Context: an optimization exercise on an open-source flow, tuned for small area. The choices shown serve that exercise and are no tape-out recipe.
Function was checked by simulation only, so behaviour that the tests miss may differ from the original.

$ cat design/flow/config.mk
export PLATFORM = sky130hd
export DESIGN_NAME = FFT_8pt
export DESIGN_NICKNAME = FFT_8pt
export VERILOG_FILES = /design/flow/design.v
export SDC_FILE = /design/flow/constraint.sdc
export NUM_CORES = 4
export LEC_CHECK = 0
export CAP_MARGIN = 20
export CORE_MARGIN = 2
export CORE_UTILIZATION = 40
export SLEW_MARGIN = 20
$ cat design/flow/constraint.sdc
create_clock -name core_clock -period 16.0 [get_ports {clk}]
set_input_delay 3.2000 -clock core_clock [delete_from_list [all_inputs] [get_ports {clk}]]
set_output_delay 3.2000 -clock core_clock [all_outputs]
set_load 0.01 [all_outputs]
$ cat design/flow/design.v
`timescale 1ns / 1ps
module FFT_8pt(
    input clk, reset,
    input [11:0] real_in, imag_in,
    input [2:0] addr_real, addr_imag,
    input wr_en_real, wr_en_imag,
    output [23:0] fft_real_out, fft_imag_out
);
    reg [11:0] real_mem [0:7];
    reg [11:0] imag_mem [0:7];
    reg [2:0] read_addr_real, read_addr_imag;
    always @(posedge clk) begin
        if (wr_en_real) real_mem[addr_real] <= real_in;
        else read_addr_real <= addr_real;
        if (wr_en_imag) imag_mem[addr_imag] <= imag_in;
        else read_addr_imag <= addr_imag;
    end
    wire [11:0] mem_real_out = real_mem[read_addr_real];
    wire [11:0] mem_imag_out = imag_mem[read_addr_imag];
    reg [2:0] k;
    reg run;
    always @(posedge clk or posedge reset) begin
        if (reset) begin
            k <= 3'd0;
            run <= 1'b0;
        end else begin
            k <= k + 3'd1;
            if (k == 3'd7) run <= 1'b1;
        end
    end
    reg [11:0] rr [0:7];
    reg [11:0] ri [0:7];
    integer q;
    always @(posedge clk) begin
        for (q = 0; q < 7; q = q + 1) begin
            rr[q] <= rr[q+1];
            ri[q] <= ri[q+1];
        end
        rr[7] <= run ? rr[0] : mem_real_out;
        ri[7] <= run ? ri[0] : mem_imag_out;
    end
    wire odd = k[0];
    wire [12:0] b0r, b0i, b1r, b1i, b2r, b2i, b3r, b3i;
    addsub #(13) s10r(.a({rr[0][11], rr[0]}), .b({rr[4][11], rr[4]}), .sub(odd), .s(b0r));
    addsub #(13) s10i(.a({ri[0][11], ri[0]}), .b({ri[4][11], ri[4]}), .sub(odd), .s(b0i));
    addsub #(13) s11r(.a({rr[1][11], rr[1]}), .b({rr[5][11], rr[5]}), .sub(odd), .s(b1r));
    addsub #(13) s11i(.a({ri[1][11], ri[1]}), .b({ri[5][11], ri[5]}), .sub(odd), .s(b1i));
    addsub #(13) s12r(.a({rr[2][11], rr[2]}), .b({rr[6][11], rr[6]}), .sub(odd), .s(b2r));
    addsub #(13) s12i(.a({ri[2][11], ri[2]}), .b({ri[6][11], ri[6]}), .sub(odd), .s(b2i));
    addsub #(13) s13r(.a({rr[3][11], rr[3]}), .b({rr[7][11], rr[7]}), .sub(odd), .s(b3r));
    addsub #(13) s13i(.a({ri[3][11], ri[3]}), .b({ri[7][11], ri[7]}), .sub(odd), .s(b3i));
    wire [12:0] m2r = odd ? b2i : b2r;
    wire [12:0] m2i = odd ? b2r : b2i;
    wire [12:0] m3r = odd ? b3i : b3r;
    wire [12:0] m3i = odd ? b3r : b3i;
    wire nr = k[1], ni = k[1] ^ k[0];
    wire [13:0] c0r, c0i, c1r, c1i;
    addsub #(14) s20r(.a({b0r[12], b0r}), .b({m2r[12], m2r}), .sub(nr), .s(c0r));
    addsub #(14) s20i(.a({b0i[12], b0i}), .b({m2i[12], m2i}), .sub(ni), .s(c0i));
    addsub #(14) s21r(.a({b1r[12], b1r}), .b({m3r[12], m3r}), .sub(nr), .s(c1r));
    addsub #(14) s21i(.a({b1i[12], b1i}), .b({m3i[12], m3i}), .sub(ni), .s(c1i));
    reg [1:0] r;
    always @(*) begin
        case (k)
            3'd0: r = 2'd0; 3'd1: r = 2'd1; 3'd2: r = 2'd3; 3'd3: r = 2'd2;
            3'd4: r = 2'd2; 3'd5: r = 2'd3; 3'd6: r = 2'd1; default: r = 2'd0;
        endcase
    end
    wire [13:0] er = r[0] ? c1i : c1r;
    wire [13:0] ei = r[0] ? c1r : c1i;
    wire ner = r[1], nei = r[1] ^ r[0];
    wire [14:0] dr, di;
    addsub #(15) s3r(.a({c0r[13], c0r}), .b(odd ? {c0i[13], c0i} : 15'd0), .sub(1'b0), .s(dr));
    addsub #(15) s3i(.a({c0i[13], c0i}), .b(odd ? {c0r[13], c0r} : 15'd0), .sub(odd), .s(di));
    wire ng = ~odd & k[1];
    wire [14:0] gr = (odd ? 15'd0 : dr) ^ {15{ng}};
    wire [14:0] gi = (odd ? 15'd0 : di) ^ {15{ng}};
    wire [15:0] ar, ai;
    addsub #(16) s4r(.a({gr[14], gr}), .b({er[13], er[13], er}), .sub(ner), .s(ar));
    addsub #(16) s4i(.a({gi[14], gi}), .b({ei[13], ei[13], ei}), .sub(nei), .s(ai));
    wire [14:0] br = odd ? dr : 15'd0;
    wire [14:0] bi = odd ? di : 15'd0;
    mac181 m_r(.b(br), .a(ar), .c(ng), .y(fft_real_out));
    mac181 m_i(.b(bi), .a(ai), .c(ng), .y(fft_imag_out));
endmodule
module addsub #(parameter W = 8) (
    input [W-1:0] a, b,
    input sub,
    output [W-1:0] s
);
    wire [W-1:0] bx = b ^ {W{sub}};
    wire [W:0] c;
    assign c[0] = sub;
    genvar i;
    generate for (i = 0; i < W; i = i + 1) begin : g
        assign s[i] = a[i] ^ bx[i] ^ c[i];
        assign c[i+1] = (a[i] & bx[i]) | (a[i] & c[i]) | (bx[i] & c[i]);
    end endgenerate
endmodule
module rca #(parameter W = 8) (
    input [W-1:0] a, b,
    input ci,
    output [W-1:0] s
);
    wire [W:0] c;
    assign c[0] = ci;
    genvar i;
    generate for (i = 0; i < W; i = i + 1) begin : g
        assign s[i] = a[i] ^ b[i] ^ c[i];
        assign c[i+1] = (a[i] & b[i]) | (a[i] & c[i]) | (b[i] & c[i]);
    end endgenerate
endmodule
module mac181(
    input [14:0] b,
    input [15:0] a,
    input c,
    output [23:0] y
);
    wire [17:0] t5;
    rca #(18) u0(.a({{3{b[14]}}, b}), .b({b[14], b, 2'b00}), .ci(1'b0), .s(t5));
    wire [20:0] t45;
    rca #(21) u1(.a({{3{t5[17]}}, t5}), .b({t5, 3'b000}), .ci(1'b0), .s(t45));
    wire [23:0] t181;
    rca #(22) u2(.a({t45[20], t45}), .b({{9{b[14]}}, b[14:2]}), .ci(1'b0), .s(t181[23:2]));
    assign t181[1:0] = b[1:0];
    assign y[7:0] = t181[7:0];
    rca #(16) u3(.a(t181[23:8]), .b(a), .ci(c), .s(y[23:8]));
endmodule
$ cat design/flow/run.sh
#!/bin/bash
# synth_recipe.tcl (not shown) runs the flow's synth.tcl, then flattens the netlist and writes it again
# the make line also repeats each setting of config.mk as NAME=value (left out here)
make -C /OpenROAD-flow-scripts/flow DESIGN_CONFIG=/design/flow/config.mk WORK_HOME=/design/flow/orfs CLKGATE_MAP_FILE= SYNTH_SCRIPT=/design/flow/synth_recipe.tcl finish
==> flow_metrics.tcl <==
set metrics [dict create \
    crit_slowest_cell "fa_2" \
    ios 82 \
    syn_to_final_growth_pct 20.5 \
    drt_iter0_drc 508 \
    insertion_delay_ps 540 \
    utilization_pct 48.5 \
    reg2reg_slack_ps 13940 \
    timing.final.crit_period_ps 16300 \
    dr_wl_met3_um 1230 \
    wl_per_cell_um 17.8 \
    cts_made_buffers 41 \
    clock_path_buffers 3 \
    multi_input_area_sq_um 12300 \
    antenna_found_initial 0 \
    final-setup-viol-count 4 \
    yosys_warnings 3 \
    drv_cap 0 \
    portBuffers 81 \
    outcome "finished with violations" \
    initial_utilization_pct 40.2 \
    die_x_um 242 \
    yosysUniqueCellTypes 37 \
    worstMarginPinSlew_ps 988 \
    grt_pass1_wl_um 73400 \
    ys_seq_area_share_pct 44.3 \
    cts-hold-fix-buffers 0 \
    hp-class "flop to flop" \
    clockRootBuffer "clkbuf_16" \
    syn_inst 1596 \
    max_freq_ghz 0.0613 \
    grt_max_degree 73 \
    first_pass_iters 4 \
    syn_nets 1955 \
    met2WireLength_um 23200 \
    worst-setup-path-type "flop to output port" \
    ant_nets 0 \
    rsz0062_at_grt "true" \
    period_share_pct 102 \
    cp-start-kind "flop" \
    vias 11800 \
    place_congestion 0.861 \
    critPathMostFrequentCell "fa_2" \
    cp.required_ps 12800 \
    fill_cells 4901 \
    fin_skew_ps 19.5 \
    path_max_fanout 6 \
    grt.total_usage_pct 16.2 \
    drive_above_1_share_pct 27.4 \
    so_faults "setup timing" \
    synth_top_area_cell "fa_1" \
    ys_seq_elements 400 \
    syn-cell-area_sq_um 22600 \
    critPathArrivalTime_ps 13100 \
    cts.clk_slew.worst_paths_ps 60 \
    dr.max_layer_used "met4" \
    hold_violations 0 \
    hold_ws_ps 343 \
    routed_wirelength_um 46100 \
    regArea_sq_um 10000 \
    ff2ff_path_depth 4 \
    grt_pass1_vias 13300 \
    rr_endpoint "ri[7][0]$_DFF_P_" \
    via_per_inst 4.57 \
    dp.final_hpwl_um 35600 \
    cts_tree "done" \
    rows 87 \
    clkSinkCount 400 \
    critPathCaptureType "output port" \
    yosysTopAreaCellShare_pct 27.8 \
    antenna_cells 0 \
    synth_top_cells_by_area "fa_1, edfxtp_1, dfxtp_1, xnor2_1, mux4_2" \
    min_from "ri[6][7]$_DFF_P_" \
    synth.avg_cell_area_sq_um 14.2 \
    hold_end "ri[5][7]$_DFF_P_" \
    core-area_sq_um 56200 \
    dieArea_sq_um 58400 \
    overflow 0 \
    fp.dieH_um 242 \
    fin_nets 2165 \
    route.detailed.drc 0 \
    wl_met1_um 20800 \
    cts.htree.levels 2 \
    slew_headroom_pct 34.1 \
    critPathLaunch "k[0]$_DFF_PP0_" \
    slowest_delay_ps 580 \
    slew_violations 0 \
    min_path_cells 0 \
    setup_ws_ps -302 \
]
[Yosys cell counts]
library cell  count
xor2_1           89
xnor2_2           2
buf_4             1
clkinv_1          1
dfrtp_1           4
clkbuf_1         25
buf_2            27
and2_1            3
nor3_1            5
or2_1             1
mux4_2           48
o211ai_1          2
inv_4             1
xnor2_1         125
nand2b_1         36
o21ai_0          35
mux2i_1          93
a21oi_1          20
buf_1             9
fa_1            314
a2bb2oi_1         1
o21ai_1           1
dfxtp_1         198
mux2_2            6
nor2_1           78
ha_1             11
or2_2             1
o31a_1            1
nand2_1          50
mux2_4            1
inv_1           201
inv_2             1
mux2i_4           1
a21o_1            1
nor2b_1           4
nand3_1           1
edfxtp_1        198
[flip-flops by register name, summed over array words and instances (netlist names), named ones only]
name	count
rr	96
imag_mem	96
k	3
real_mem	96
read_addr_real	3
ri	96
read_addr_imag	3
run	1
[through the flow]
| step | setup WS (ps) | std cells | cell area [sq um] | TNS (ps) |
|---|---|---|---|---|
| 5_1_grt | -683 | 2594 | 27200 | -2960 |
| 2_1_floorplan | -6.13 | 1596 | 23000 | -6.13 |
| 6_report | -302 | 2594 | 27200 | -927 |
| 3_5_place_dp | -791 | 2511 | 25500 | -2520 |
| 4_1_cts | -503 | 2592 | 27200 | -1500 |
| 3_3_place_gp | -667 | 2511 | 25500 | -1870 |
[metal layers]
layer  vias to the layer above  track usage, %
met2                       178            27.8
met3                        55            1.69
met1                      6070            22.1
li1                       5540               -
met5                         -               0
met4                         0            3.81
[critical path: cells and delay by family, from the launching register on]
kind / cells / cell delay, ps
adders and majority gates: 26 / 10560
muxes: 1 / 190
buffers and inverters: 5 / 380
and+or+nand+nor: 2 / 230
DFF: 1 / 560
xor gates and xnor gates: 4 / 630
[cell type report]
| cell class | instances | share of cell area, % |
|---|---|---|
| Timing Repair Buffer | 229 | 7.11 |
| Clock inverter | 16 | 0.519 |
| Clock buffer | 59 | 4.32 |
| Tap cell | 756 | 3.47 |
| Multi-Input combinational cell | 930 | 45.0 |
| Inverter | 204 | 2.82 |
| Sequential cell | 400 | 36.8 |
[how the worst max path moves through the flow]
| stage | end | slack, ps | cells past startpoint |
|---|---|---|---|
| 6_report | fft_imag_out[23] | -300 | 38 |
| 3_5_place_dp | fft_imag_out[23] | -790 | 36 |
| 3_3_place_gp | fft_imag_out[23] | -670 | 36 |
| 4_1_cts | fft_imag_out[23] | -500 | 37 |
| 2_1_floorplan | fft_imag_out[23] | -6 | 38 |
| 5_1_grt | fft_imag_out[23] | -680 | 36 |
[kinds of logic (layout without fill, tap and decap cells)]
group	after synthesis	after routing	share of synthesized area, %
buf+inv	266	508	4.59
compound gates	61	61	1.42
flops	400	400	44.3
xor+xnor	216	216	8.43
fa+ha+maj	325	325	28.4
simple gates	179	179	3.50
mux	149	149	9.36
[timing repair]
item	4_1_cts	5_1_grt
setup endpoints to repair	9	8
resized for setup	119	27
buffers inserted	6	2
endpoints found under the hold margin	0	0
pin swaps	69	20
[layout by cell type (no fill, tap or decap), types with 3 or more instances in the layout]
master           netlist  final
dfxtp_1              198    198
edfxtp_1             198    198
inv_1                201    178
fa_2                   0    163
fa_1                 314    151
buf_4                  1    144
xnor2_1              125    119
mux2i_1               93     88
xor2_1                89     87
clkdlybuf4s50_1        0     74
nor2_1                78     70
nand2_1               50     48
mux4_2                48     48
clkbuf_16              0     42
o21ai_0               35     34
inv_2                  1     24
nand2b_1              36     22
a21oi_1               20     20
nand2b_4               0     14
ha_1                  11     10
clkbuf_1              25     10
nor2_4                 0      8
xnor2_2                2      8
clkinv_2               0      8
mux2_2                 6      6
clkbuf_8               0      6
mux2i_4                1      4
nor2b_1                4      4
nor3_1                 5      4
buf_6                  0      4
clkinv_1               1      3
and2_1                 3      3
inv_6                  0      3
dfrtp_1                4      3

-- static timing again, ports no longer ideal --
The flow's constraints put no driver on any port. The routed layout listed below was extracted and timed again, unchanged, in two steps. Step 1 assumes that a clkbuf_16 drives the clock port and a buf_2 every other input. Step 2 also shifts input and output timing later by t, the mid clock arrival at the registers, as if the neighbouring blocks saw the same clock. Three values: ideal, step 1, step 2; two values: the first two.
t (ns): 0.580
setup WS [ns]: -0.302 / -0.355 / 0.225
hold WS [ns]: 0.343 / 0.343 / 0.343
slew at the worst register clock pin (ns): 0.06 / 0.06
The setup slack of this run moves by -0.053 ns with the drivers and by +0.527 ns with both steps.
